Context: an optimization exercise on an open-source flow, tuned for small area. The choices shown serve that exercise and are no tape-out recipe.
The RTL was checked by simulation tests, not by an equivalence proof against the original design.

--- flow/config.mk ---
export PLATFORM = sky130hd
export DESIGN_NAME = AES_Composite_enc
export DESIGN_NICKNAME = AES_Composite_enc
export VERILOG_FILES = /design/flow/design.v
export SDC_FILE = /design/flow/constraint.sdc
export NUM_CORES = 4
export LEC_CHECK = 0
export CAP_MARGIN = 20
export CORE_MARGIN = 2
export CORE_UTILIZATION = 65
export SLEW_MARGIN = 20
--- flow/constraint.sdc ---
create_clock -name core_clock -period 14.0 [get_ports {CLK}]
set_input_delay 2.8000 -clock core_clock [delete_from_list [all_inputs] [get_ports {CLK}]]
set_output_delay 2.8000 -clock core_clock [all_outputs]
set_load 0.01 [all_outputs]
--- flow/design.v ---
`timescale 1ns / 1ps
module AES_Composite_enc(Kin, Din, Dout, Krdy, Drdy, Kvld, Dvld, EN, BSY, CLK, RSTn, cc_out);
   input  [127:0] Kin;   
   input  [127:0] Din;   
   output [127:0] Dout;  
   input          Krdy;  
   input          Drdy;  
   output         Kvld;  
   output         Dvld;  
   input          EN;    
   output         BSY;   
   input          CLK;   
   input          RSTn;  
   output reg [31:0] cc_out;
   wire rst = ~RSTn;
   reg [127:0] dat, key, rkey;
   reg [111:0] sh;           
   reg         Dvld, Kvld, BSY, sel;
   reg [7:0]   i;            
   reg [6:0]   p;            
   reg         sv;           
   reg [6:0]   sq;           
   reg [7:0]   rcon;
   reg         m;
   reg [1:0]   n;
   reg [2:0]   k;
   reg [3:0]   l;
   reg         on;
   reg [3:0]   j;
   reg [31:0]  R;
   wire p0  = (p == 7'd0);
   wire p8  = (p == 7'd8);
   wire p72 = (p == 7'd72);
   wire p79 = (p == 7'd79);
   wire [6:0] pinc = p79 ? 7'd0 : p + 7'd1;
   wire st0 = sv & (sq == 7'd0);            
   wire idle = (m == 1'b0) && (n == 2'd0) && (k == 3'd0) && (l == 4'd0);
   wire h = on & idle;
   wire ev = p8 | (p72 & ~st0);
   wire act = ~p0 | sel;                    
   wire i7 = i[7];
   reg  [7:0] ahi, anx;
   reg  [7:0] alo;
   always @(*) begin
      case (1'b1)
        i[0]: ahi = dat[127:120];
        i[1]: ahi = dat[111:104];
        i[2]: ahi = dat[95:88];
        i[3]: ahi = dat[79:72];
        i[4]: ahi = dat[63:56];
        i[5]: ahi = dat[47:40];
        i[6]: ahi = dat[31:24];
        default: ahi = dat[15:8];
      endcase
   end
   always @(*) begin
      case (1'b1)
        i[0]: anx = dat[103:96];
        i[1]: anx = dat[87:80];
        i[2]: anx = dat[71:64];
        i[3]: anx = dat[55:48];
        i[4]: anx = dat[39:32];
        i[5]: anx = dat[23:16];
        default: anx = dat[7:0];
      endcase
   end
   wire [15:0] a = {ahi, alo};
   wire [15:0] sb;
   masoleh sbd (a, sb);
   wire [127:0] key_d = (EN & Krdy) ? Kin : key;    
   wire         rsel = EN & (Krdy | (p0 & ~on));
   wire [127:0] rkd = rsel ? key_d : rkey;
   wire [15:0]  ks;
   reg  [15:0]  kc;
   masoleh sbk (i7 ? {rkey[7:0], rkey[31:24]} : rkd[23:8], ks);
   always @(posedge CLK) if (!i7) kc <= ks;
   wire [31:0] wr = {kc[15:8] ^ rcon, kc[7:0], ks};
   wire [31:0] w0 = wr ^ rkey[127:96];
   wire [31:0] w1 = w0 ^ rkey[95:64];
   wire [31:0] w2 = w1 ^ rkey[63:32];
   wire [31:0] w3 = w2 ^ rkey[31:0];
   wire [127:0] rkey_next = {w0, w1, w2, w3};
   wire [127:0] sub = {sh, sb};
   wire [127:0] rs = {sub[127:120], sub[87:80],  sub[47:40],  sub[7:0],
                      sub[95:88],   sub[55:48],  sub[15:8],   sub[103:96],
                      sub[63:56],   sub[23:16],  sub[111:104],sub[71:64],
                      sub[31:24],   sub[119:112],sub[79:72],  sub[39:32]};
   wire [127:0] dl;
   MixDelta mc0 (rs[127:96], dl[127:96]);
   MixDelta mc1 (rs[95:64],  dl[95:64]);
   MixDelta mc2 (rs[63:32],  dl[63:32]);
   MixDelta mc3 (rs[31:0],   dl[31:0]);
   wire [127:0] dat_next = rs ^ (dl & {128{~sel}}) ^ rkey_next;
   assign Dout = dat;
   always @(posedge CLK) begin
      if (EN) begin
         if (Drdy) dat <= Din ^ Kin;
         else if (i7 && act) dat <= dat_next;
      end
   end
   always @(posedge CLK) begin
      if (EN) begin
         if (Drdy) alo <= Din[119:112] ^ Kin[119:112];
         else if (i7) alo <= act ? dat_next[119:112] : dat[119:112];
         else if (!p0) alo <= anx;
      end
   end
   always @(posedge CLK) begin
      if (EN && !Drdy && !i7 && !p0 && (|i[6:0])) sh <= {sh[95:0], sb};
   end
   always @(posedge CLK or posedge rst) begin
      if (rst) key <= 128'h0;
      else key <= key_d;
   end
   always @(posedge CLK) begin
      if (EN && i7 && act && !rsel) rkey <= rkey_next;
      else rkey <= rkd;
   end
   always @(posedge CLK or posedge rst) begin
      if (rst) begin
         Dvld <= 1'b0; Kvld <= 1'b0; BSY <= 1'b0; sel <= 1'b0;
      end else if (EN) begin
         Dvld <= sel;
         Kvld <= Krdy;
         BSY  <= Drdy | ~p0 | sel;
         sel  <= p79;
      end
   end
   always @(posedge CLK or posedge rst) begin
      if (rst) i <= 8'd0;
      else if (EN) begin
         if (i7 || Drdy) i <= 8'd1;
         else if (!p0) i <= {i[6:0], i[7]};
      end
   end
   always @(posedge CLK or posedge rst) begin
      if (rst) rcon <= 8'h01;
      else if (EN) begin
         if (Drdy) rcon <= 8'h01;
         else if (i7 && !p0) rcon <= {rcon[6:0], 1'b0} ^ (rcon[7] ? 8'h1b : 8'h00);
      end
   end
   wire trig = EN & ~st0 & (p8 | p72);
   wire [3:0] d = 4'b0001 << cc_out[1:0];
   always @(posedge CLK or posedge rst) begin
      if (rst) begin
         m <= 1'b0; n <= 2'd0; k <= 3'd0; l <= 4'd0;
      end else begin
         m <= ~m & trig & d[0];
         if (n != 2'd0) n <= {1'b0, n[1]};
         else n <= {trig & d[1], 1'b0};
         if (k != 3'd0) k <= {1'b0, k[2:1]};
         else k <= {trig & d[2], 2'b0};
         if (l != 4'd0) l <= {1'b0, l[3:1]};
         else l <= {trig & d[2], 3'b0};
      end
   end
   always @(posedge CLK or posedge rst) begin
      if (rst) on <= 1'b0;
      else if (ev) on <= 1'b1;
      else if (idle) on <= 1'b0;
   end
   always @(posedge CLK or posedge rst) begin
      if (rst) begin
         p <= 7'd0; sv <= 1'b1; sq <= 7'd0;
      end else if (EN) begin
         if (Drdy) begin
            p <= pinc; sv <= 1'b0;
         end else if (ev || h) begin
            if (!sv) begin
               sv <= 1'b1; sq <= pinc; p <= 7'd0;
            end else if (idle) begin
               p <= sq; sv <= 1'b0;
            end
         end else if (!p0) p <= pinc;
      end
   end
   always @(posedge CLK or posedge rst) begin
      if (rst) j <= 4'd0;
      else if (sel) j <= 4'd0;
      else if (i7) j <= j + 4'd1;
   end
   always @(posedge CLK or posedge rst) begin
      if (rst) R <= 32'hffffffff;
      else R <= cc_out;
   end
   wire g = ((p <= 7'd8) || (j == 4'd9)) && BSY;
   wire [1:0] s = sb[1:0];
   wire [31:0] ca = (s == 2'd0) ? {R[30:0], 1'b0} : {R[29:0], 2'b0};
   wire [31:0] cb = (s == 2'd1) ? 32'd0 : (s == 2'd3) ? {R[30:0], 1'b0} : R;
   wire [31:0] csum;
   bk_add32 cadd (ca, cb, 1'b1, csum);
   always @(*) begin
      if (g && !rst) cc_out = R[0] ? csum : {1'b0, R[31:1]};
      else cc_out = R;
   end
endmodule
module bk_add32(input [31:0] a, input [31:0] b, input cin, output [31:0] sum);
   wire [31:0] p0 = a ^ b;
   wire [31:0] g0 = a & b;
   wire [31:0] gi = {g0[31:1], g0[0] | (p0[0] & cin)};
   wire [31:0] pi = p0;
   wire [31:0] G1, P1, G2, P2, G3, P3, G4, P4, G5, P5;
   genvar x;
   generate for (x = 0; x < 32; x = x + 1) begin : l1
      if (x % 2 == 1) begin
         assign G1[x] = gi[x] | (pi[x] & gi[x-1]); assign P1[x] = pi[x] & pi[x-1];
      end else begin assign G1[x] = gi[x]; assign P1[x] = pi[x]; end
   end endgenerate
   generate for (x = 0; x < 32; x = x + 1) begin : l2
      if (x % 4 == 3) begin
         assign G2[x] = G1[x] | (P1[x] & G1[x-2]); assign P2[x] = P1[x] & P1[x-2];
      end else begin assign G2[x] = G1[x]; assign P2[x] = P1[x]; end
   end endgenerate
   generate for (x = 0; x < 32; x = x + 1) begin : l3
      if (x % 8 == 7) begin
         assign G3[x] = G2[x] | (P2[x] & G2[x-4]); assign P3[x] = P2[x] & P2[x-4];
      end else begin assign G3[x] = G2[x]; assign P3[x] = P2[x]; end
   end endgenerate
   generate for (x = 0; x < 32; x = x + 1) begin : l4
      if (x % 16 == 15) begin
         assign G4[x] = G3[x] | (P3[x] & G3[x-8]); assign P4[x] = P3[x] & P3[x-8];
      end else begin assign G4[x] = G3[x]; assign P4[x] = P3[x]; end
   end endgenerate
   generate for (x = 0; x < 32; x = x + 1) begin : l5
      if (x == 31) begin
         assign G5[x] = G4[x] | (P4[x] & G4[x-16]); assign P5[x] = P4[x] & P4[x-16];
      end else begin assign G5[x] = G4[x]; assign P5[x] = P4[x]; end
   end endgenerate
   wire [31:0] C;
   generate for (x = 0; x < 32; x = x + 1) begin : dn
      if (x == 0) assign C[x] = G5[0];
      else if (x == 1 || x == 3 || x == 7 || x == 15 || x == 31) assign C[x] = G5[x];
      else if (x % 16 == 15 && x > 15) assign C[x] = G5[x];
      else if (x % 8 == 7) assign C[x] = G3[x] | (P3[x] & C[x-8]);
      else if (x % 4 == 3) assign C[x] = G2[x] | (P2[x] & C[x-4]);
      else if (x % 2 == 1) assign C[x] = G1[x] | (P1[x] & C[x-2]);
      else assign C[x] = gi[x] | (pi[x] & C[x-1]);
   end endgenerate
   assign sum = p0 ^ {C[30:0], cin};
endmodule
module MixDelta(x, y);
   input  [31:0] x;
   output [31:0] y;
   wire [7:0] a0 = x[31:24], a1 = x[23:16], a2 = x[15:8], a3 = x[7:0];
   wire [7:0] s01 = a0 ^ a1, s12 = a1 ^ a2, s23 = a2 ^ a3, s30 = a3 ^ a0;
   wire [7:0] t = s01 ^ s23;
   assign y[31:24] = xtime(s01) ^ t;
   assign y[23:16] = xtime(s12) ^ t;
   assign y[15: 8] = xtime(s23) ^ t;
   assign y[ 7: 0] = xtime(s30) ^ t;
   function [7:0] xtime;
      input [7:0] v;
      xtime = {v[6:0], 1'b0} ^ (v[7] ? 8'h1b : 8'h00);
   endfunction
endmodule
module masoleh(x,y);  
input [15:0] x;
output [15:0] y;
wire [7:0] byte_in1, byte_in2;
wire [7:0] byte_out1, byte_out2;
assign byte_in1 = x[15:8];
assign byte_in2 = x[7:0];
Newlight_sbox cm1(byte_in1, byte_out1);
Newlight_sbox cm2(byte_in2, byte_out2);
assign y = {byte_out1, byte_out2};
endmodule
module Newlight_sbox( input [7:0] g,
                      output [7:0] s
    );
wire y1,y2,y3,y4,y5,y6,y7,y8,y9,y10,y11,y12,y13,y14,y15,y16,y17,y18;
wire l1,l2,l3,l4;
wire x1,x2,x3,x4;
wire r1,r2,r3,r4,r5,r6,r7,r8,r9,r10,r11,r12;
In_tf m1 (.g(g),.a0(y1),.a1(y2),.a2(y3),.a3(y4),.b0(y5),.b1(y6),.b2(y7),.b3(y8),
          .a01(y9),.a02(y10),.a13(y11),.a23(y12),.ap(y13),.b01(y14),.b02(y15),.b13(y16),.b23(y17),.bp(y18)   );
expo_comp m2 (.a0(y1) ,.a1(y2),.a2(y3),.a3(y4),.b0(y5),.b1(y6),.b2(y7),.b3(y8),
           .a01(y9),.a02(y10),.a13(y11),.a23(y12),.ap(y13),.b01(y14),.b02(y15),.b13(y16),.b23(y17),.bp(y18),.d0(l1),.d1(l2),.d2(l3),.d3(l4));
Inv_4 m3 (   .d0(l1),.d1(l2),.d2(l3),.d3(l4),.e0(x1),.e1(x2),.e2(x3),.e3(x4)  );
mul_out m4 ( .e0(x1),.e1(x2),.e2(x3),.e3(x4),.a0(y1),.a1(y2),.a2(y3),.a3(y4),.b0(y5),.b1(y6),.b2(y7),.b3(y8),
             .a01(y9),.a02(y10),.a13(y11),.a23(y12),.ap(y13),.b01(y14),.b02(y15),.b13(y16),.b23(y17),.bp(y18),
             .w0(r1),.w1(r2),.w2(r3),.w3(r4),.w4(r5),.w5(r6),.z0(r7),.z1(r8),.z2(r9),.z3(r10),.z4(r11),.z5(r12) );
out_tf m5 (  .w0(r1),.w1(r2),.w2(r3),.w3(r4),.w4(r5),.w5(r6),.z0(r7),.z1(r8),.z2(r9),.z3(r10),.z4(r11),.z5(r12),.s(s));            
endmodule
module In_tf(input [7:0] g,
             output a0,a1,a2,a3,b0,b1,b2,b3,
             output a01,a02,a13,a23,ap,b01,b02,b13,b23,bp
             );
             wire t0,t1;
assign a0 = b3^g[4];
assign a1 = a13^a3;
assign a2 = b3^g[7];
assign a3 = b3^g[1];
assign b0 = g[0];
assign b1 = b01^g[0];
assign b2 = b0^b02;
assign b3 = b23^b2;
assign a01 = a23^ap;
assign a02 = g[7]^g[4];
assign a13 = g[7]^g[2];
assign a23 = g[7]^g[1];
assign ap = g[4]^g[2];
assign b01 = t0^a01;
assign b02 = t1^g[6];
assign b13 = b02^bp;
assign b23 = t1^g[5];
assign bp = b23^b01;
assign t0 = g[3]^g[2];
assign t1 = t0^g[1]; 
endmodule
module expo_comp( input a0,a1,a2,a3,b0,b1,b2,b3,a01,a02,a13,a23,ap,b01,b02,b13,b23,bp,
                  output d0,d1,d2,d3  );
assign d0 = ~(a01&b01)^(~(a02&b02))^(~(a0&b0))^(~(a13|b13));
assign d1 = ~(a01&b01)^(~(a02|b02))^(~(a1&b1))^(~(ap&bp));
assign d2 = ~(a2|b2)^(~(a13&b13))^(~(a23&b23))^(~(a02&b02));
assign d3 = ~(a3&b3)^(~(ap&bp))^(~(a23|b23))^(~(a02&b02));                 
endmodule
module Inv_4( input d0,d1,d2,d3,
              output e0,e1,e2,e3 );
   assign e0 = d3&(d0^d1) | d2&((~d0)|d3);
   assign e1 = (~d2)&d3&(d0^~d1) | d2&(d1|(~d3));           
   assign e2 = d1&(d2^d3) | d0&((~d2)|d1);   
   assign e3 = (~d0)&d1&(d2^~d3) | d0&(d3 | (~d1));       
endmodule
module mul_out( input a0,a1,a2,a3,b0,b1,b2,b3,a01,a02,a13,a23,ap,b01,b02,b13,b23,bp,
                      e0,e1,e2,e3,
                output w0,w1,w2,w3,w4,w5,
                output z0,z1,z2,z3,z4,z5      
    );
  wire e02,e13;
assign  e02 = e0^e2;
assign  e13 = e1^e3;
assign w0 = ~(b1&e0)^(~(b01&e1)); 
assign w1 = ~(b0&e1)^(~(b01&e0));
assign w2 = ~(b3&e2)^(~(b23&e3));
assign w3 = ~(b2&e3)^(~(b23&e2));
assign w4 = ~(b13&e13)^(~(b02&e02));
assign w5 = ~(bp&e13)^(~(b13&e02));
assign z0 = ~(a1&e0)^(~(a01&e1));
assign z1 = ~(a0&e1)^(~(a01&e0));
assign z2 = ~(a3&e2)^(~(a23&e3));
assign z3 = ~(a2&e3)^(~(a23&e2));
assign z4 = ~(a13&e13)^(~(a02&e02));
assign z5 = ~(ap&e13)^(~(a13&e02));   
endmodule
module out_tf( input w0,w1,w2,w3,w4,w5,
               input z0,z1,z2,z3,z4,z5,
               output [7:0] s
                                         );
 wire t2,t3,t4,t5,t6;                                        
 assign t2 = w3^z1^z5;                                        
 assign t3 = w0^w2;
 assign t4 = w3^w5;
 assign t5 = w0^w4;  
 assign t6 = t5^z2;
 assign s[7] = t2^w5;
 assign s[6] = t4^~s[4];
 assign s[5] = t6^~z4;
 assign s[4] = t2^w1;
 assign s[3] = t3^s[4];
 assign s[2] = t6^z0^s[7];
 assign s[1] = t5^t4^s[0];
 assign s[0] = ~(t3^z3^z5);
endmodule
--- flow/flow/run.sh ---
#!/bin/bash
# Layout flow: the standard ORFS flow (standard.sh) with
#  - synthesis: the standard script, but abc maps for area (flow/abc_area.script)
#  - port buffers: buf_1 instead of the resizer's default pick
#  - CTS: clkbuf_4 buffers, no dummy loads
set -euo pipefail
W=$PWD
export MY_ABC_SCRIPT=$W/flow/abc_area.script
export FLOW_SYNTH_TCL=$W/synth_recipe.tcl
export BUFFER_PORTS_ARGS="-buffer_cell sky130_fd_sc_hd__buf_1"
export CTS_ARGS="-sink_clustering_enable -repair_clock_nets -dont_use_dummy_load -buf_list sky130_fd_sc_hd__clkbuf_8 -sink_clustering_size 15 -sink_clustering_max_diameter 70"
bash standard.sh SYNTH_SCRIPT=$W/flow/my_synth.tcl finish > $W/flow_make.log 2>&1
--- flow/flow/abc_area.script ---
strash
dch
amap -F 10 -A 10
topo
--- flow/flow/my_synth.tcl ---
proc abc {args} {
  set i [lsearch -exact $args -script]
  if {$i >= 0} { lset args [expr {$i+1}] $::env(MY_ABC_SCRIPT) }
  puts "abc (area script): $args"
  yosys abc {*}$args
}
source $::env(FLOW_SYNTH_TCL)
--- flow/standard.sh ---
#!/bin/bash
# synth_recipe.tcl (not shown) runs the flow's synth.tcl, then flattens the netlist and writes it again
# the make line also repeats each setting of config.mk as NAME=value (left out here)
make -C /OpenROAD-flow-scripts/flow DESIGN_CONFIG=/design/flow/config.mk WORK_HOME=/design/flow/orfs CLKGATE_MAP_FILE= SYNTH_SCRIPT=/design/flow/synth_recipe.tcl "${@:-finish}"
==> out/results.tsv, run 1 <==
metric	value	unit
status	complete, no violations	
fin_crit_sh	95.33	%
fmax	0.07493	GHz
cp_num_cells	67	
fin_skew	108.1	ps
drive_gt1_share	5.966	%
ios	424	
final_util	74.26	%
routed_via_density	6.717	
setup-violations-final	0	
synth_edf_count	376	
vias	36670	
cp_common_cell	nand2_1	
r2r_cells	50	
ant_nets	0	
start_util	65.93	%
path_max_fanout	6	
drt-initial-drc-count	4711	
layout.nets	5090	
area_delta_synth_final	12.63	%
cts_inserted_buffers	48	
syn_area_per_cell	8.507	um^2
crit_type	reg2out	
required	11200	ps
layout_min_cycle_time	13350	ps
grt_pass1_wl	187600	um
dieHeight	237.9	um
grt_usage	43.65	%
clock_latency	740	ps
crit_family	compound AO/OA/AOI/OAI gates	
crit_end	cc_out[30]	
critPathLaunch	alo[2]$_DFFE_PP_	
yosys_warnings	2	
rrSetupSlack	1170	ps
wl_per_cell	23.29	um
antenna_found_initial	4	
synth_cells	4179	
hp-class	reg2reg	
synth_seq_area_share	47.56	%
worstPathArrival	10550	ps
die_area	0.05658	mm^2
cts_root_buffer	clkbuf_8	
synth_area	0.03555	mm^2
dp_hpwl	93800	um
synthDistinctLibCells	43	
grt_max_degree	70	
setup_slack	653.7	ps
pre_cts_ws	68.77	ps
max_cap_viol_count	0	
synth_nets	4507	
synth_top_area_share	31.76	%
cts.path.max_buffers	3	
die_x	237.9	um
synthFlopType	edfxtp_1	
grt_pass1_vias	32510	
cts_max_level	2	
cp.buffers_inverters	13	
path_clk_slew	90	ps
final.setup.tns	0	ps
worst_pin_slew	1217	ps
slew_viol_final	0	
final_area	0.04004	mm^2
r2r_start	i[4]$_DFFE_PN0P_	
grt_overflow	0	
cts_tree	done	
wl	127100	um
slew_headroom	17.99	%
synth_seq_cells	602	
placed_area	0.03879	mm^2
drc	0	
async_flop_share	34.88	%
timing.rr.end	dat[82]$_DFFE_PP_	
globalplace.congestion	1.034	
final_hold_viol_count	0	
crit_slowest_cell	edfxtp_1	
clock-sinks	602	
end_kind	primary output	
row_count	85	
cp_slowest_stage_delay	420	ps
yosysTopAreaCell	edfxtp_1	
critPathLaunchType	flop	
synth_area_leaders	edfxtp_1 32%, dfrtp_1 12%, o22ai_1 11%	
core_area	0.05392	mm^2
portBuffers	423	
first_pass_iters	9	
[cell usage after synthesis (5+ instances only)]
master	n
nand2_1	432
buf_1	6
o21ai_0	538
o32ai_1	10
a32oi_1	11
or2_0	30
dfxtp_1	16
a211oi_1	17
nand3_1	10
o22a_1	57
a21oi_1	503
xor2_1	8
a221oi_1	44
a22o_1	57
a22oi_1	22
a31oi_1	18
dfstp_2	34
a21o_1	6
o311ai_0	12
clkinv_1	525
edfxtp_1	376
fa_1	16
ha_1	51
o41ai_1	12
o22ai_1	633
nor3_1	7
nor4_1	5
xnor2_1	11
dfrtp_1	176
o221ai_1	22
nor2_1	494
[worst min-delay path by stage]
stage	endpoint	startpoint	cells past startpoint
after global routing	n[0]$_DFF_PN0_	n[1]$_DFF_PN0_	0
after global placement	n[0]$_DFF_PN0_	n[1]$_DFF_PN0_	0
after floorplan	m$_DFF_PN0_	m$_DFF_PN0_	1
final	n[0]$_DFF_PN0_	n[1]$_DFF_PN0_	0
after detailed placement	l[0]$_DFF_PN0_	l[1]$_DFF_PN0_	0
after CTS	n[0]$_DFF_PN0_	n[1]$_DFF_PN0_	0
[registers in the layout, indices dropped and copies added (netlist names), 7 cells and up]
signal,cells
p,7
key,128
rcon,8
alo,8
rkey,128
i,8
sh,112
sq,7
R,32
kc,16
dat,128
[layer usage]
layer  global-route usage, %  share of wire, %
met1                   59.94                36
met2                   66.27                43
met3                   9.139                14
met4                   21.76               5.9
met5                       0                 0
[per-stage QoR]
step	std cells	hold WS, ps
after floorplan	4179	410.0
after global placement	5381	349.6
after detailed placement	5381	360.9
after CTS	5442	367.3
after global routing	5458	389.4
final	5459	369.7
[final cells by class]
| class | instances | area, um^2 |
|---|---|---|
| Multi-Input combinational cell | 3046 | 17070 |
| Sequential cell | 602 | 16910 |
| Fill cell | 4246 | 13880 |
| Timing Repair Buffer | 539 | 2514 |
| Inverter | 525 | 2011 |
| Tap cell | 696 | 870.8 |
| Clock buffer | 48 | 660.6 |
| Antenna cell | 3 | 7.507 |
[cell usage in the layout, fill, tap and decap left out, drive strengths merged, types with 12 or more instances in the layout]
master	n
o22ai	633
o21ai	538
buf	537
clkinv	515
a21oi	503
nor2	494
nand2	432
edfxtp	376
dfrtp	176
a22o	57
o22a	57
ha	51
clkbuf	50
a221oi	44
dfstp	34
or2	30
o221ai	22
a22oi	22
a31oi	18
a211oi	17
dfxtp	16
fa	16
o311ai	12
o41ai	12
[cells by family (layout without fill, tap and decap cells)]
kind of cell | Yosys count | after routing | share of synthesized area (%)
adder cells (fa/ha/maj) | 67 | 67 | 2.696
buffers and inverters | 531 | 1112 | 5.606
other | 0 | 3 | 0
flip-flops | 602 | 602 | 47.56
AO/OA/AOI/OAI | 1975 | 1975 | 32.91
XOR/XNOR | 19 | 19 | 0.4681
AND/OR/NAND/NOR | 985 | 985 | 10.76
[timing repair]
action / CTS / global route
setup buffers: 13 / 13
hold buffers: 0 / 0
setup endpoints to repair: 6 / 14
gates resized for setup: 43 / 58
pin swaps: 4 / 10
==> run 2: changes to the inputs <==
--- a/flow/flow/run.sh
+++ b/flow/flow/run.sh
@@ -9,4 +9,4 @@
 export FLOW_SYNTH_TCL=$W/synth_recipe.tcl
 export BUFFER_PORTS_ARGS="-buffer_cell sky130_fd_sc_hd__buf_1"
-export CTS_ARGS="-sink_clustering_enable -repair_clock_nets -dont_use_dummy_load -buf_list sky130_fd_sc_hd__clkbuf_8 -sink_clustering_size 15 -sink_clustering_max_diameter 70"
+export CTS_ARGS="-sink_clustering_enable -repair_clock_nets -dont_use_dummy_load -buf_list sky130_fd_sc_hd__clkbuf_4"
 bash standard.sh SYNTH_SCRIPT=$W/flow/my_synth.tcl finish > $W/flow_make.log 2>&1
--- a/flow/config.mk
+++ b/flow/config.mk
@@ -8,4 +8,4 @@
 export CAP_MARGIN = 20
 export CORE_MARGIN = 2
-export CORE_UTILIZATION = 65
+export CORE_UTILIZATION = 55
 export SLEW_MARGIN = 20
==> run 2 against run 1 <==
  * Critical path depth fell by 4
  * Count of clock-buffer cells in the layout rose by 116
  * Synthesized area did not move
==> out/results.tsv, run 2 <==
metric	value	unit	change
yosysTopAreaCell	edfxtp_1		
worst_pin_slew	1177	ps	-40.52 ps
drt-initial-drc-count	4112		-13%
wl	133100	um	+4.7%
multi_input_area	0.01716	mm^2	+0.53%
required	11200	ps	about the same
synthFlopType	edfxtp_1		
drc	0		unchanged
max_cap_viol_count	0		unchanged
syn_area_per_cell	8.507	um^2	unchanged
synth_area	0.03555	mm^2	unchanged
ant_nets	0		unchanged
layout_min_cycle_time	13300	ps	-47.63 ps
status	complete, no violations		
setup_slack	701.3	ps	+47.63 ps
synth_nets	4507		unchanged
fmax	0.07520	GHz	+0.36%
die_x	258.2	um	+8.6%
grt_pass1_wl	195400	um	+4.1%
final_hold_viol_count	0		unchanged
final_cell_mix	625 x o22ai_1, 520 x o21ai_0, 503 x clkinv_1		
crit_type	reg2out		
synth_cells	4179		unchanged
grt_overflow	0		unchanged
hp-class	reg2reg		
fin_crit_sh	94.99	%	-0.34 points
synth_edf_count	376		unchanged
synth_seq_cells	602		unchanged
seqCellArea	0.01691	mm^2	about the same
synth_most_common_cell	o22ai_1		
dp.cells	5555		+3.2%
cts.path.max_buffers	3		unchanged
synthDistinctLibCells	43		unchanged
clock_latency	980	ps	+240 ps
area_delta_synth_final	15.41	%	
async_flop_share	34.88	%	unchanged
setup-violations-final	0		unchanged
path_max_fanout	28		+22
portBuffers	423		unchanged
grt_max_degree	111		+59%
end_kind	primary output		
drive_gt1_share	8.725	%	+2.8 points
instances_no_fill	5755		+5.4%
grt_usage	39.17	%	-4.5 points
crit_slowest_cell	edfxtp_1		
cts_root_buffer	clkbuf_4		
synth_area_leaders	edfxtp_1 32%, dfrtp_1 12%, o22ai_1 11%		
grt_pass1_vias	32440		-0.22%
cts_tree	done		
slew_headroom	21.55	%	+3.6 points
wl_per_cell	23.14	um	-0.65%
worstPathArrival	10500	ps	-50 ps
critPathLaunchType	flop		
synthTopCellsByCount	633 x o22ai_1, 538 x o21ai_0, 525 x clkinv_1, 503 x a21oi_1, 494 x nor2_1		
cts_hold_buf	0		unchanged
cts_inserted_buffers	164		+240%
layout.nets	5224		+2.6%
start_util	55.35	%	-11 points
synth_top_area_share	31.76	%	unchanged
fill_cells	5738		+35%
fin_skew	101.0	ps	-7.016 ps
dp_hpwl	98880	um	+5.4%
dieHeight	258.2	um	+8.6%
ios	424		unchanged
yosys_warnings	2		unchanged
cp_slowest_stage_delay	410	ps	about the same
slew_viol_final	0		unchanged
pre_cts_ws	-214.9	ps	-283.6 ps
reg_top3	dat x128, key x128, rkey x128		
first_pass_iters	6		-3
final_common_cell	o22ai_1		
clock-sinks	602		unchanged
die_area	0.06669	mm^2	+18%
routed_via_density	6.235		-7.2%
core_area	0.06423	mm^2	+19%
antenna_found_initial	5		+1
synth_seq_area_share	47.56	%	unchanged
vias	35880		-2.1%
path_clk_slew	50	ps	-40 ps
globalplace.congestion	1.035		about the same
row_count	93		+9.4%
cts_max_level	4		+2
run 2: cell types whose count changed in the layout (fill, tap and decap cells not counted), sizes merged:
cell and change:
clkbuf +116, buf +18, clkinv -6, inv +5, diode +3, clkinvlp +1
run 2: kinds of logic after synthesis:
logic type / after synthesis / share of synthesized area [%]
AOI/OAI and AO/OA: 1975 / 32.91
and+or+nand+nor: 985 / 10.76
DFF: 602 / 47.56
buffers and inverters: 531 / 5.606
adders and majority gates: 67 / 2.696
xor gates and xnor gates: 19 / 0.4681
run 2: what timing repair did:
item                                    in CTS  in global routing
gates resized for setup                     61                 58
pin swaps                                    9                 18
setup buffers                               11                 18
endpoints found under the setup margin       8                 11
endpoints found under the hold margin        0                  0
run 2: critical path, delay by kind of cell, from the launching register on:
family	cells	cell delay (ps)
buffers and inverters	14	1740
AND/OR/NAND/NOR	17	1500
flip-flops	1	410
AO/OA/AOI/OAI	28	4690
adder cells (fa/ha/maj)	4	1230
run 2: path summary, 6_finish.rpt:
check,start,to,slack [ps],cells past startpoint
max,alo[2]$_DFFE_PP_,cc_out[30],700,63
min,k[2]$_DFF_PN0_,k[1]$_DFF_PN0_,370,0
max reg2reg,i[4]$_DFFE_PN0P_,dat[95]$_DFFE_PP_,1410,46
min reg2reg,k[2]$_DFF_PN0_,k[1]$_DFF_PN0_,370,0
max in group asynchronous,RSTn,rcon[3]$_DFFE_PN0P_,10200,3
min in group asynchronous,RSTn,sq[1]$_DFFE_PN0P_,1960,1
run 2: layout make-up:
class | count | area share (%)
Antenna cell | 6 | 0.03659
Multi-Input combinational cell | 3046 | 41.82
Clock buffer | 164 | 3.001
Sequential cell | 602 | 41.22
Inverter | 525 | 4.916
Tap cell | 855 | 2.607
Timing Repair Buffer | 557 | 6.401
run 2: through the flow:
| step | hold WS, ps | utilization (%) | setup TNS, ps | cell area, um^2 |
|---|---|---|---|---|
| after floorplan | 410.0 | - | -46.54 | 35610 |
| after global placement | 350.9 | 60.86 | 0 | 39090 |
| after detailed placement | 359.1 | 60.87 | -422.9 | 39100 |
| after CTS | 369.9 | 63.26 | 0 | 40630 |
| after global routing | 385.8 | 63.87 | -317.2 | 41020 |
| final | 366.6 | 63.88 | 0 | 41030 |
run 2: per-layer routing:
| layer | wire length, um | vias up | global-route usage (%) | part of all wire (%) |
|---|---|---|---|---|
| li1 | - | 17210 | - | - |
| met1 | 53210 | 16370 | 52.96 | 40 |
| met2 | 58660 | 1972 | 58.78 | 44 |
| met3 | 15060 | 333 | 10.24 | 11 |
| met4 | 6196 | 2 | 19.11 | 4.7 |
| met5 | 13 | - | 0 | 0.0098 |
==> run 3: changes to the inputs <==
--- a/flow/flow/run.sh
+++ b/flow/flow/run.sh
@@ -9,4 +9,4 @@
 export FLOW_SYNTH_TCL=$W/synth_recipe.tcl
 export BUFFER_PORTS_ARGS="-buffer_cell sky130_fd_sc_hd__buf_1"
-export CTS_ARGS="-sink_clustering_enable -repair_clock_nets -dont_use_dummy_load -buf_list sky130_fd_sc_hd__clkbuf_4"
+export CTS_ARGS="-sink_clustering_enable -repair_clock_nets -dont_use_dummy_load -buf_list {sky130_fd_sc_hd__clkbuf_16 sky130_fd_sc_hd__clkbuf_8} -sink_clustering_size 28 -sink_clustering_max_diameter 90"
 bash standard.sh SYNTH_SCRIPT=$W/flow/my_synth.tcl finish > $W/flow_make.log 2>&1
==> run 3 against run 2 <==
  * Wire length fell by 0.90%
  * Synthesized cell count did not move
  * Global-route usage fell by 0.68 points
  * Highest routed layer unchanged
==> out/results.tsv, run 3 <==
metric	value	unit	change
grt_usage	38.49	%	-0.68 points
synth_seq_area_share	47.56	%	unchanged
setup_slack	804.9	ps	+103.6 ps
drt-initial-drc-count	4366		+6.2%
muxShareOfSynthArea	0	%	unchanged
fin_crit_sh	94.25	%	-0.74 points
drive_gt1_share	5.767	%	-3.0 points
wl_per_cell	23.53	um	+1.7%
vias	35140		-2.1%
antenna_found_initial	4		-1
setup-violations-final	0		unchanged
synth_simple_gate_area_share	10.76	%	unchanged
dp.cells	5555		unchanged
final_cell_mix	626 x o22ai_1, 516 x o21ai_0, 505 x clkinv_1		
final_common_cell	o22ai_1		
yosys_warnings	2		unchanged
syn_area_per_cell	8.507	um^2	unchanged
grt_pass1_vias	31400		-3.2%
required	11200	ps	about the same
synth_area_leaders	edfxtp_1 32%, dfrtp_1 12%, o22ai_1 11%		
slew_viol_final	0		unchanged
die_x	258.2	um	unchanged
fmax	0.07579	GHz	+0.79%
reg_top3	dat x128, key x128, rkey x128		
row_count	93		unchanged
status	complete, no violations		
pre_cts_ws	-214.9	ps	unchanged
layout.nets	5081		-2.7%
synth_area	0.03555	mm^2	unchanged
crit_type	reg2out		
final.setup.tns	0	ps	unchanged
worst_pin_slew	1183	ps	+6.773 ps
grt_pass1_wl	193000	um	-1.2%
async_flop_share	34.88	%	unchanged
final_hold_viol_count	0		unchanged
routed_via_density	6.265		+0.49%
cts.path.max_buffers	3		unchanged
cp_slowest_stage_delay	410	ps	about the same
drc	0		unchanged
first_pass_iters	6		unchanged
synthDistinctLibCells	43		unchanged
ant_nets	0		unchanged
portBuffers	423		unchanged
dp_hpwl	98880	um	unchanged
clock-sinks	602		unchanged
seqCellArea	0.01691	mm^2	unchanged
synth_seq_cells	602		unchanged
synth_nets	4507		unchanged
synth_cells	4179		unchanged
cts_tree	done		
synth_top_area_share	31.76	%	unchanged
synth_top_family_by_area	compound AO/OA/AOI/OAI gates		
synth-xor-area-share	0.4681	%	unchanged
cts_inserted_buffers	35		-79%
wl	131900	um	-0.90%
area_delta_synth_final	13.76	%	
synthTopCellsByCount	633 x o22ai_1, 538 x o21ai_0, 525 x clkinv_1, 503 x a21oi_1, 494 x nor2_1		
hp-class	reg2reg		
fin_skew	54.19	ps	-46.85 ps
path_clk_slew	90	ps	+40 ps
slew_headroom	21.10	%	-0.45 points
start_util	55.35	%	unchanged
grt_max_degree	111		unchanged
synth_compound_area_share	32.91	%	unchanged
ios	424		unchanged
cts_max_level	2		-2
core_area	0.06423	mm^2	unchanged
yosysTopAreaCell	edfxtp_1		
crit_slowest_cell	edfxtp_1		
layout_min_cycle_time	13200	ps	-103.6 ps
synthFlopType	edfxtp_1		
path_max_fanout	6		-79%
max_cap_viol_count	0		unchanged
globalplace.congestion	1.035		unchanged
final_area	0.04044	mm^2	-1.4%
synth_edf_count	376		unchanged
end_kind	primary output		
multi_input_area	0.01705	mm^2	-0.65%
fill_cells	5737		-0.017%
holdWs	376.2	ps	+9.550 ps
cts_root_buffer	clkbuf_16		
die_area	0.06669	mm^2	unchanged
instances_no_fill	5608		-2.6%
grt_overflow	0		unchanged
placed_area	0.03910	mm^2	unchanged
yosys.area_share.adder	2.696	%	unchanged
critPathLaunchType	flop		
dieHeight	258.2	um	unchanged
worstPathArrival	10400	ps	-100 ps
rrSetupSlack	1350	ps	-60 ps
cp_common_cell	nand2_1		
synth_most_common_cell	o22ai_1		
clock_latency	610	ps	-370 ps
## run 3: cells by family (layout without fill, tap and decap cells)
family | after synthesis | after routing
xor gates and xnor gates | 19 | 19
other | 0 | 2
DFF | 602 | 602
buffers and inverters | 531 | 1103
adders and majority gates | 67 | 67
and+or+nand+nor | 985 | 985
AOI/OAI and AO/OA | 1975 | 1975
## run 3: metal layers
layer  vias to the layer above  share of wire, %  global-route usage (%)  wire length, um
met4                         2               4.5                   15.56             5920
met3                       287                11                   8.011            14490
met5                         -            0.0099                       0               13
met1                     16080                40                   53.49            53080
li1                      16870                 -                       -                -
met2                      1905                44                   59.15            58440
## run 3: worst max-delay path: cells and delay by family, from the launching register on
kind | cells | cell delay [ps]
and+or+nand+nor | 19 | 1700
buffers and inverters | 14 | 1690
adders and majority gates | 4 | 1220
DFF | 1 | 410
AOI/OAI and AO/OA | 28 | 4770
## run 3: worst paths after layout
path | to | cells after the start | startpoint
min in group asynchronous | sq[0]$_DFFE_PN0P_ | 1 | RSTn
min reg2reg | k[1]$_DFF_PN0_ | 0 | k[2]$_DFF_PN0_
max in group asynchronous | key[115]$_DFF_PN0_ | 3 | RSTn
max reg2reg | dat[95]$_DFFE_PP_ | 46 | i[4]$_DFFE_PN0P_
max | cc_out[30] | 65 | alo[2]$_DFFE_PP_
min | k[1]$_DFF_PN0_ | 0 | k[2]$_DFF_PN0_
## run 3: repair_timing
item | CTS | global route
hold buffers | 0 | 0
resized for setup | 35 | 69
pin swaps | 4 | 16
setup buffers | 2 | 13
endpoints found under the setup margin | 6 | 33
## run 3: per-stage QoR
step | utilization, %
global placement | 60.86
global route | 62.96
detailed placement | 60.87
CTS | 62.48
finish | 62.96
floorplan | -
## run 3: cell type report
cell class              count  share of cell area (%)
multi-input cells        3046                   42.16
diodes                      2                 0.01238
well taps                 855                   2.645
flip-flops and latches    602                   41.82
inverters                 525                   4.978
repair buffers            543                   6.228
clock buffers              35                   2.166
==> run 4: changes to the inputs <==
--- a/flow/design.v
+++ b/flow/design.v
@@ -244,10 +244,11 @@
    output [31:0] y;
    wire [7:0] a0 = x[31:24], a1 = x[23:16], a2 = x[15:8], a3 = x[7:0];
-   wire [7:0] s01 = a0 ^ a1, s12 = a1 ^ a2, s23 = a2 ^ a3, s30 = a3 ^ a0;
+   wire [7:0] s01 = a0 ^ a1, s12 = a1 ^ a2, s23 = a2 ^ a3;
    wire [7:0] t = s01 ^ s23;
+   wire [7:0] xt = xtime(t);
    assign y[31:24] = xtime(s01) ^ t;
    assign y[23:16] = xtime(s12) ^ t;
-   assign y[15: 8] = xtime(s23) ^ t;
-   assign y[ 7: 0] = xtime(s30) ^ t;
+   assign y[15: 8] = y[31:24] ^ xt;
+   assign y[ 7: 0] = y[23:16] ^ xt;
    function [7:0] xtime;
       input [7:0] v;
--- a/flow/flow/run.sh
+++ b/flow/flow/run.sh
@@ -9,4 +9,4 @@
 export FLOW_SYNTH_TCL=$W/synth_recipe.tcl
 export BUFFER_PORTS_ARGS="-buffer_cell sky130_fd_sc_hd__buf_1"
-export CTS_ARGS="-sink_clustering_enable -repair_clock_nets -dont_use_dummy_load -buf_list {sky130_fd_sc_hd__clkbuf_16 sky130_fd_sc_hd__clkbuf_8} -sink_clustering_size 28 -sink_clustering_max_diameter 90"
+export CTS_ARGS="-sink_clustering_enable -repair_clock_nets -dont_use_dummy_load -buf_list sky130_fd_sc_hd__clkbuf_8 -sink_clustering_size 15 -sink_clustering_max_diameter 70"
 bash standard.sh SYNTH_SCRIPT=$W/flow/my_synth.tcl finish > $W/flow_make.log 2>&1
==> flow/flow/abc_area.script (replaced) <==
strash
dc2
dch -f
amap -F 10 -A 10
topo
--- a/flow/config.mk
+++ b/flow/config.mk
@@ -8,4 +8,4 @@
 export CAP_MARGIN = 20
 export CORE_MARGIN = 2
-export CORE_UTILIZATION = 55
+export CORE_UTILIZATION = 65
 export SLEW_MARGIN = 20
==> run 4 against run 3 <==
  * Flip-flop and latch count stayed put
  * Non-clock buffer count is 21 higher
  * Design area is 0.80% lower
  * Global-route usage is 7.0 points higher
  * Setup slack worse by 200 ps
  * Die area is 16% lower
  * Clock skew is 25 ps higher
  * Via count is 2.7% higher
  * Count of clock-buffer cells in the layout is 15 higher
  * Worst hold slack better by 6.1 ps
  * Synthesized cell count is 0.45% lower
  * Final cell count is 2.5% lower
  * Critical path type unchanged
==> out/results.tsv, run 4 <==
metric	value	unit	change
synth_seq_cells	602		unchanged
layout_min_cycle_time	13390	ps	+196.1 ps
area_delta_synth_final	13.58	%	
final_cell_mix	565 x o22ai_1, 545 x nor2_1, 521 x o21ai_0		
slew_viol_final	0		unchanged
dieHeight	237.1	um	-8.2%
cts_tree	done		
synth_cells	4160		-0.45%
crit_slowest_cell	edfxtp_1		
multi_input_area	0.01710	mm^2	+0.32%
status	complete, no violations		
row_count	85		-8.6%
setup_slack	608.8	ps	-196.1 ps
core_area	0.05381	mm^2	-16%
cts_root_buffer	clkbuf_8		
wl_per_cell	23.88	um	+1.5%
synth_top_area_share	31.97	%	+0.21 points
wl	130500	um	-1.1%
yosys_warnings	2		unchanged
globalplace.congestion	1.007		-2.6%
setup-violations-final	0		unchanged
synthFlopType	edfxtp_1		
drive_gt1_share	6.481	%	+0.71 points
clock_latency	750	ps	+140 ps
yosysTopAreaCell	edfxtp_1		
cts_hold_buf	0		unchanged
first_pass_iters	8		+2
synth_area_leaders	edfxtp_1 32%, dfrtp_1 12%, o22ai_1 10%		
pre_cts_ws	-298.0	ps	-83.13 ps
seqCellArea	0.01691	mm^2	about the same
drc	0		unchanged
antenna_found_initial	3		-1
layout.nets	5098		+0.33%
die_area	0.05622	mm^2	-16%
r2r_cells	49		+6.5%
crit_type	reg2out		
fin_skew	78.83	ps	+24.64 ps
portBuffers	423		unchanged
synth_nets	4488		-0.42%
whs_path_depth	0		unchanged
clock-sinks	602		unchanged
ant_nets	0		unchanged
cts.path.max_buffers	3		unchanged
synth_area	0.03532	mm^2	-0.65%
reg_top3	dat x128, key x128, rkey x128		
cts_inserted_buffers	50		+43%
holdWs	382.3	ps	+6.125 ps
grt_usage	45.47	%	+7.0 points
synth_most_common_cell	o22ai_1		
synth_edf_count	376		unchanged
grt_pass1_vias	32680		+4.1%
cts_max_level	2		unchanged
required	11200	ps	about the same
drt-initial-drc-count	5234		+20%
vias	36080		+2.7%
critPathLaunchType	flop		
path_max_fanout	6		unchanged
cp_slowest_stage_delay	450	ps	+40 ps
fmax	0.07468	GHz	-1.5%
synthDistinctLibCells	48		+12%
grt_pass1_wl	191800	um	-0.62%
routed_via_density	6.601		+5.4%
die_x	237.1	um	-8.2%
dp_hpwl	96170	um	-2.7%
final.setup.tns	0	ps	unchanged
ios	424		unchanged
fin_crit_sh	95.65	%	+1.4 points
synth_seq_area_share	47.87	%	+0.31 points
max_cap_viol_count	0		unchanged
final_area	0.04012	mm^2	-0.80%
syn_area_per_cell	8.490	um^2	-0.20%
synthTopCellsByCount	577 x o22ai_1, 549 x nor2_1, 542 x o21ai_0, 498 x nand2_1, 476 x clkinv_1		
worst_pin_slew	1155	ps	-28.70 ps
async_flop_share	34.88	%	unchanged
grt_max_degree	113		+1.8%
worstPathArrival	10590	ps	+190 ps
placed_area	0.03893	mm^2	-0.43%
grt_overflow	0		unchanged
final_hold_viol_count	0		unchanged
start_util	65.63	%	+10 points
path_clk_slew	100	ps	about the same
hp-class	reg2reg		
slew_headroom	23.01	%	+1.9 points
final_common_cell	o22ai_1		
end_kind	primary output		
fill_cells	4116		-28%
-- run 4: logic make-up (layout without fill, tap and decap cells) --
kind of cell               Yosys count  after routing  synth area share [%]
buffers and inverters              482           1090                 5.122
AOI/OAI and AO/OA                 1837           1837                 30.71
adders and majority gates           67             67                 2.714
other                                0              2                     0
xor gates and xnor gates            42             42                 1.041
and+or+nand+nor                   1130           1130                 12.54
DFF                                602            602                 47.87
-- run 4: worst paths after layout --
kind	startpoint	end	slack, ps
worst max register to register	i[5]$_DFFE_PN0P_	dat[68]$_DFFE_PP_	1750
worst min register to register	k[2]$_DFF_PN0_	k[1]$_DFF_PN0_	380
worst min-delay path	k[2]$_DFF_PN0_	k[1]$_DFF_PN0_	380
min in group asynchronous	RSTn	key[127]$_DFF_PN0_	2120
max in group asynchronous	RSTn	sel$_DFFE_PN0P_	10620
worst max-delay path	alo[2]$_DFFE_PP_	cc_out[30]	610
-- run 4: layout make-up --
class,count,share of cell area [%]
tap,696,2.171
inverter,476,4.519
clock buffer,50,1.715
antenna,2,0.01248
sequential,602,42.16
multi-input combinational,3076,42.63
timing repair buffer,564,6.793
-- run 4: what timing repair did --
item                                    in CTS  in global routing
endpoints found under the hold margin        0                  0
cloned                                       0                  0
resized for setup                           39                 63
setup buffers                                3                  8
pin swaps                                    6                 17
endpoints found under the setup margin       8                 10
-- run 4: metrics by stage --
step | util (%) | std cells
after CTS | 73.98 | 5456
after floorplan | - | 4160
final | 74.55 | 5466
after detailed placement | 72.34 | 5403
after global placement | 72.34 | 5403
after global routing | 74.54 | 5465
-- run 4: routing by layer --
| layer | GRT usage [%] | wire length [um] | up-vias |
|---|---|---|---|
| met3 | 11.05 | 18790 | 443 |
| met1 | 62.42 | 48040 | 16300 |
| li1 | - | - | 16680 |
| met5 | 0 | 13 | - |
| met2 | 66.87 | 55100 | 2656 |
| met4 | 24.93 | 8569 | 2 |
-- run 4: worst max-delay path, delay by kind of cell, from the launching register on --
family | cells | cell delay, ps
fa+ha+maj | 5 | 1420
flops | 1 | 450
simple gates | 12 | 1040
compound gates | 31 | 5250
buf+inv | 13 | 1660
==> run 5: changes to the inputs <==
==> flow/flow/abc_area.script (replaced) <==
strash
dch
amap -F 10 -A 10
topo
==> run 5 against run 4 <==
  * Final cell count shrank 0.37%
  * Worst hold slack got worse by 52 ps
  * Synthesized cell count about the same
  * Synthesized area barely moved
  * Core utilization decreased by 0.21 points
  * Highest routed layer unchanged
==> out/results.tsv, run 5 <==
metric	value	unit	change
status	complete, no violations		
critPathLaunchType	flop		
cts_hold_buf	0		unchanged
synth_most_common_cell	nor2_1		
slew_headroom	13.03	%	-10 points
synthDistinctLibCells	43		-10%
wl_met2	54980	um	-0.22%
layout.nets	5077		-0.41%
final_hold_viol_count	0		unchanged
layout_min_cycle_time	13460	ps	+70.66 ps
worstPathArrival	10660	ps	+70 ps
drt-met1-wl	46980	um	-2.2%
drive_gt1_share	6.299	%	-0.18 points
fin_crit_sh	96.16	%	+0.50 points
path_clk_slew	100	ps	about the same
fin_skew	124.9	ps	+46.10 ps
clock_latency	730	ps	-20 ps
path_max_fanout	6		unchanged
synthFlopType	edfxtp_1		
routed_via_density	6.645		+0.66%
clock-sinks	602		unchanged
core_area	0.05371	mm^2	-0.20%
cts_root_buffer	clkbuf_8		
first_pass_iters	8		unchanged
cp_slowest_stage_delay	420	ps	-30 ps
topRoutingLayerUsed	met5		
worst_pin_slew	1291	ps	+136.1 ps
wl	127900	um	-2.0%
seqCellArea	0.01691	mm^2	about the same
globalplace.congestion	1.030		+2.2%
ant_nets	0		unchanged
reg_top3	dat x128, key x128, rkey x128		
grt_overflow	0		unchanged
setup-violations-final	0		unchanged
wl_per_cell	23.48	um	-1.7%
portBuffers	423		unchanged
vias	36190		+0.30%
wl_met3	18300	um	-2.6%
multi_input_area	0.01711	mm^2	about the same
cts.path.max_buffers	3		unchanged
drt-initial-drc-count	4680		-11%
end_kind	primary output		
cp_common_cell	a21oi_2		
hp-class	reg2reg		
drc	0		unchanged
synth_seq_area_share	47.92	%	about the same
crit_slowest_cell	edfxtp_1		
area_delta_synth_final	13.14	%	
cts_max_level	2		unchanged
grt_max_degree	143		+27%
final.setup.tns	0	ps	unchanged
synth_area	0.03529	mm^2	about the same
yosysTopAreaCell	edfxtp_1		
fill_cells	4079		-0.90%
final_cell_mix	556 x nor2_1, 553 x o22ai_1, 518 x o21ai_0		
final_common_cell	nor2_1		
synth_nets	4484		-0.089%
dp_hpwl	94170	um	-2.1%
async_flop_share	34.88	%	unchanged
slew_viol_final	0		unchanged
fmax	0.07428	GHz	-0.52%
setup_slack	538.2	ps	-70.66 ps
holdWs	330.3	ps	-52.02 ps
synth_top_area_share	32.00	%	about the same
grt_usage	44.42	%	-1.1 points
grt_pass1_wl	189300	um	-1.3%
cts_tree	done		
grt_pass1_vias	32370		-0.93%
syn_area_per_cell	8.491	um^2	about the same
start_util	65.71	%	+0.072 points
synth_area_leaders	edfxtp_1 32%, dfrtp_1 12%, o22ai_1 10%		
cts_inserted_buffers	50		unchanged
pre_cts_ws	151.6	ps	+449.6 ps
die_x	237.0	um	about the same
crit_type	reg2out		
required	11200	ps	about the same
row_count	85		unchanged
antenna_found_initial	5		+2
yosys_warnings	2		unchanged
max_cap_viol_count	0		unchanged
synth_cells	4156		-0.096%
die_area	0.05617	mm^2	about the same
synth_edf_count	376		unchanged
ios	424		unchanged
dieHeight	237.0	um	about the same
synthTopCellsByCount	563 x nor2_1, 562 x o22ai_1, 534 x o21ai_0, 530 x a21oi_1, 454 x nand2_1		
synth_seq_cells	602		unchanged
## run 5: changes by cell type after synthesis, sizes merged, moves of 13 or more
cell | before | now
nand2 | 498 | 454
o22a | 40 | 53
a21oi | 430 | 530
o22ai | 577 | 562
nor2 | 549 | 563
clkinv | 476 | 451
xnor2 | 19 | 5
a22oi | 32 | 18
## run 5: logic make-up (layout without fill, tap and decap cells)
family / Yosys count / in the layout / synth area share (%)
xor+xnor: 20 / 20 / 0.4964
flops: 602 / 602 / 47.92
simple gates: 1103 / 1103 / 12.30
compound gates: 1907 / 1907 / 31.72
buf+inv: 457 / 1048 / 4.861
fa+ha+maj: 67 / 67 / 2.716
other cells: 0 / 3 / 0
## run 5: timing repair
item                       CTS  global route
gates resized for setup     34            69
setup endpoints to repair    5            10
pin swaps                    2            12
setup buffers                7            19
## run 5: path summary, 6_finish.rpt
check / cells past startpoint / slack, ps / to / from
max: 66 / 540 / cc_out[30] / alo[7]$_DFFE_PP_
min: 0 / 330 / l[1]$_DFF_PN0_ / l[2]$_DFF_PN0_
min in group asynchronous: 1 / 1980 / key[38]$_DFF_PN0_ / RSTn
max in group asynchronous: 2 / 10760 / key[89]$_DFF_PN0_ / RSTn
min reg2reg: 0 / 330 / l[1]$_DFF_PN0_ / l[2]$_DFF_PN0_
max reg2reg: 49 / 880 / dat[66]$_DFFE_PP_ / i[4]$_DFFE_PN0P_
## run 5: layout make-up
cell class / instances / area share [%]
diodes: 3 / 0.01880
clock buffers: 50 / 1.724
flip-flops and latches: 602 / 42.35
multi-input cells: 3097 / 42.87
well taps: 696 / 2.181
inverters: 451 / 4.328
repair buffers: 547 / 6.528
## run 5: per-stage QoR
stage               std cells  utilization (%)  instance area [um^2]
floorplan                4156                -                 35350
CTS                      5424            73.61                 39530
global route             5446            74.34                 39920
finish                   5446            74.34                 39920
global placement         5367            71.97                 38650
detailed placement       5367            71.98                 38660
## run 5: worst max-delay path: cells and delay by family (launching register included)
family | cells | cell delay (ps)
buf+inv | 13 | 1700
simple gates | 21 | 1950
flops | 1 | 420
fa+ha+maj | 5 | 1530
compound gates | 27 | 4430
## run 5: layer usage
metal / GRT usage [%] / up-vias
met1: 61.59 / 16380
met5: 0 / -
met3: 9.804 / 419
met2: 66.01 / 2676
met4: 22.86 / 4
li1: - / 16710
==> run 6: changes to the inputs <==
--- a/flow/flow/run.sh
+++ b/flow/flow/run.sh
@@ -1,10 +1,15 @@
 #!/bin/bash
 # Layout flow: the standard ORFS flow (standard.sh) with
-#  - synthesis: the standard script, but abc maps for area (flow/abc_area.script)
+#  - synthesis: the standard script, but abc maps for area (flow/abc_area.script),
+#    except the Collatz adder (kept as a module until the final flatten), which is
+#    mapped with flow/abc_fast.script for delay
 #  - port buffers: buf_1 instead of the resizer's default pick
-#  - CTS: clkbuf_4 buffers, no dummy loads
+#  - CTS: clkbuf_8 buffers, clusters of up to 15 sinks within 70 um, no dummy loads
+# The make output goes to flow_make.log; ORFS writes each step's log under orfs/logs/.
 set -euo pipefail
 W=$PWD
 export MY_ABC_SCRIPT=$W/flow/abc_area.script
+export MY_ABC_FAST_SCRIPT=$W/flow/abc_fast.script
+export SYNTH_KEEP_MODULES="bk_add32"
 export FLOW_SYNTH_TCL=$W/synth_recipe.tcl
 export BUFFER_PORTS_ARGS="-buffer_cell sky130_fd_sc_hd__buf_1"
==> flow/flow/abc_fast.script (new file) <==
strash
dch
map -a
topo
==> flow/flow/my_synth.tcl (replaced) <==
proc abc {args} {
  set i [lsearch -exact $args -script]
  set fast_args $args
  lset fast_args [expr {$i+1}] $::env(MY_ABC_FAST_SCRIPT)
  set area_args $args
  lset area_args [expr {$i+1}] $::env(MY_ABC_SCRIPT)
  puts "abc (fast script) on $::env(SYNTH_KEEP_MODULES)"
  yosys abc {*}$fast_args {*}$::env(SYNTH_KEEP_MODULES)
  puts "abc (area script) on the rest"
  yosys abc {*}$area_args
}
source $::env(FLOW_SYNTH_TCL)
==> run 6 against run 5 <==
  * Count of clock-buffer cells in the layout unchanged
  * Via count decreased by 1.2%
  * Register-to-register slack improved by 920 ps
  * Highest routed layer unchanged
  * Sequential share of layout area increased by 0.58 points
  * Design area fell by 1.3%
  * Synthesized cell count is 0.29% higher
  * Global-route usage fell by 0.42 points
  * Largest cell class is now registers
  * Critical path depth is 17 lower
  * Worst hold slack improved by 44 ps
==> out/results.tsv, run 6 <==
metric	value	unit	change
routed_via_density	6.604		-0.63%
die_area	0.05636	mm^2	+0.33%
cts_root_buffer	clkbuf_8		
grt_busiest_layer	met2		
synth_nets	4496		+0.27%
cts_inserted_buffers	50		unchanged
fin_skew	79.10	ps	-45.83 ps
globalplace.congestion	1.049		+1.9%
synth_area	0.03541	mm^2	+0.34%
required	11200	ps	about the same
final_hold_viol_count	0		unchanged
fin_crit_sh	93.13	%	-3.0 points
drive_gt1_share	4.220	%	-2.1 points
final_util	73.19	%	-1.1 points
dp_hpwl	93550	um	-0.66%
synthDistinctLibCells	49		+14%
timing.rr.end	dat[76]$_DFFE_PP_		
wl_per_cell	23.33	um	-0.63%
portBuffers	423		unchanged
drt-initial-drc-count	5010		+7.1%
yosys_warnings	2		unchanged
async_flop_share	34.88	%	unchanged
layout_min_cycle_time	13040	ps	-423.3 ps
max_cap_viol_count	0		unchanged
synth_top_area_share	31.89	%	-0.11 points
fmax	0.07670	GHz	+3.2%
layout.nets	5046		-0.61%
core_area	0.05381	mm^2	+0.20%
synth_seq_cells	602		unchanged
clock_latency	720	ps	about the same
row_count	85		unchanged
cts.path.max_buffers	3		unchanged
synth_most_common_cell	o22ai_1		
slew_headroom	18.67	%	+5.6 points
status	complete, no violations		
grt_overflow	0		unchanged
holdWs	374.2	ps	+43.90 ps
hp-class	reg2reg		
die_x	237.4	um	+0.16%
clock-sinks	602		unchanged
grt_pass1_vias	32200		-0.53%
critPathLaunch	alo[2]$_DFFE_PP_		
cts_hold_buf	0		unchanged
grt_pass1_wl	187700	um	-0.89%
crit_slowest_cell	edfxtp_1		
slew_viol_final	0		unchanged
synth_area_leaders	edfxtp_1 32%, dfrtp_1 12%, o22ai_1 11%		
post-cts-setup-buffers	0		-7
syn_area_per_cell	8.495	um^2	about the same
path_max_fanout	32		+26
path_clk_slew	110	ps	about the same
dieHeight	237.4	um	+0.16%
critPathLaunchType	flop		
ios	424		unchanged
fill_cells	4216		+3.4%
first_pass_iters	6		-2
setup_slack	961.5	ps	+423.3 ps
wl	126400	um	-1.2%
cp_num_cells	49		-26%
vias	35770		-1.2%
final_common_cell	o22ai_1		
synth_seq_area_share	47.75	%	-0.16 points
start_util	65.80	%	+0.091 points
r2r_start	i[4]$_DFFE_PN0P_		
crit_end	cc_out[29]		
crit_type	reg2out		
crit_family	compound AO/OA/AOI/OAI gates		
cts_max_level	2		unchanged
worstPathArrival	10240	ps	-420 ps
area_delta_synth_final	11.24	%	
pre_cts_ws	314.9	ps	+163.3 ps
reg_top3	dat x128, key x128, rkey x128		
cp_slowest_stage_delay	430	ps	about the same
drc	0		unchanged
synth_cells	4168		+0.29%
grt_util_met1	59.71	%	-1.9 points
ant_nets	0		unchanged
cp.buffers_inverters	9		-4
end_kind	primary output		
final_cell_mix	616 x o22ai_1, 551 x nor2_1, 510 x a21oi_1		
synthFlopType	edfxtp_1		
rsz0062_at_grt	no		
rrSetupSlack	1800	ps	+920 ps
final.setup.tns	0	ps	unchanged
r2r_cells	45		-8.2%
synth_edf_count	376		unchanged
antenna_found_initial	6		+1
yosysTopAreaCell	edfxtp_1		
grt_usage	43.99	%	-0.42 points
setup-violations-final	0		unchanged
use_met3	10.50	%	+0.69 points
synthTopCellsByCount	618 x o22ai_1, 552 x nor2_1, 512 x a21oi_1, 494 x o21ai_0, 491 x clkinv_1		
met2_usage	66.68	%	+0.68 points
worst_pin_slew	1207	ps	-83.69 ps
cts_tree	done		
grt_max_degree	74		-48%
[run 6: changes by cell type after synthesis, sizes merged, moves of 15 or more]
cell	delta
a21oi	-18
o21ai	-40
o221ai	+15
a22o	-29
o22ai	+56
clkinv	+40
[run 6: final cells by class]
cell class	count	area, um^2	area share (%)
Tap cell	696	870.8	2.211
Timing Repair Buffer	504	2228	5.657
Antenna cell	4	10.01	0.02541
Multi-Input combinational cell	3069	16820	42.70
Sequential cell	602	16910	42.93
Inverter	491	1863	4.730
Clock buffer	50	688.2	1.747
[run 6: Yosys stat by module (local to each module, per instance)]
module             copies in the design  flops+latches  cell area (um^2)
bk_add32                              1              0              1255
AES_Composite_enc                     1            602             34150
[run 6: cells by family after synthesis]
logic type	count (synthesis)	synth area share, %
flops	602	47.75
fa+ha+maj	67	2.728
buf+inv	497	5.269
xor+xnor	41	1.014
other cells	2	0.02121
compound gates	1880	31.27
simple gates	1079	11.94
[run 6: how the worst min path moves through the flow]
stage                   startpoint              to  cells after the start
floorplan              m$_DFF_PN0_     m$_DFF_PN0_                      1
global placement    n[1]$_DFF_PN0_  n[0]$_DFF_PN0_                      0
detailed placement  l[3]$_DFF_PN0_  l[2]$_DFF_PN0_                      0
CTS                 l[3]$_DFF_PN0_  l[2]$_DFF_PN0_                      0
global route        k[1]$_DFF_PN0_  k[0]$_DFF_PN0_                      0
finish              l[3]$_DFF_PN0_  l[2]$_DFF_PN0_                      0
[run 6: repair_timing]
action	in CTS	in global routing
setup endpoints to repair	8	20
gates cloned	0	0
gates resized for setup	7	25
[run 6: per-layer routing]
layer  part of all wire [%]  up-vias
li1                       -    16670
met1                     37    16140
met2                     44     2527
met3                     14      421
met4                    5.8        6
met5                  0.029        -
[run 6: through the flow]
| stage | std cells | instance area [um^2] |
|---|---|---|
| after detailed placement | 5362 | 38570 |
| after global routing | 5415 | 39390 |
| after global placement | 5362 | 38570 |
| final | 5416 | 39390 |
| after floorplan | 4168 | 35450 |
| after CTS | 5412 | 39290 |

## separate check: timing with driven ports
Ports are ideal in the flow. The routed layouts listed here were re-timed in OpenROAD.
Step 1, drivers: a clkbuf_16 drives CLK and a buf_2 each remaining input, both assumed.
Step 2 adds t to the input delays and takes it off the output delays; t is the mean of the earliest and latest rising clock arrival at the registers after step 1. Input paths then give back, and output paths get back, about the clock's delay inside the block.
Three values: ideal ports, drivers, drivers and shift; two values: the first two.
| run | shift t [ns] | setup slack, ns | pins driven straight from the clock port |
|---|---|---|---|
| run 1 | 0.752 | 0.654 / 0.591 / 0.218 | 1 |
| run 2 | 1.002 | 0.701 / 0.634 / 0.017 | 1 |
| run 3 | 0.651 | 0.805 / 0.736 / 0.391 | 1 |
| run 4 | 0.764 | 0.609 / 0.541 / 0.760 | 1 |
| run 5 | 0.732 | 0.538 / 0.474 / 0.384 | 1 |
| run 6 | 0.744 | 0.961 / 0.896 / 0.555 | 1 |
After both steps setup and hold are still met in every run listed. The setup slack of run 2, which loses most, moves by -0.067 ns with the drivers and by -0.684 ns with both steps.
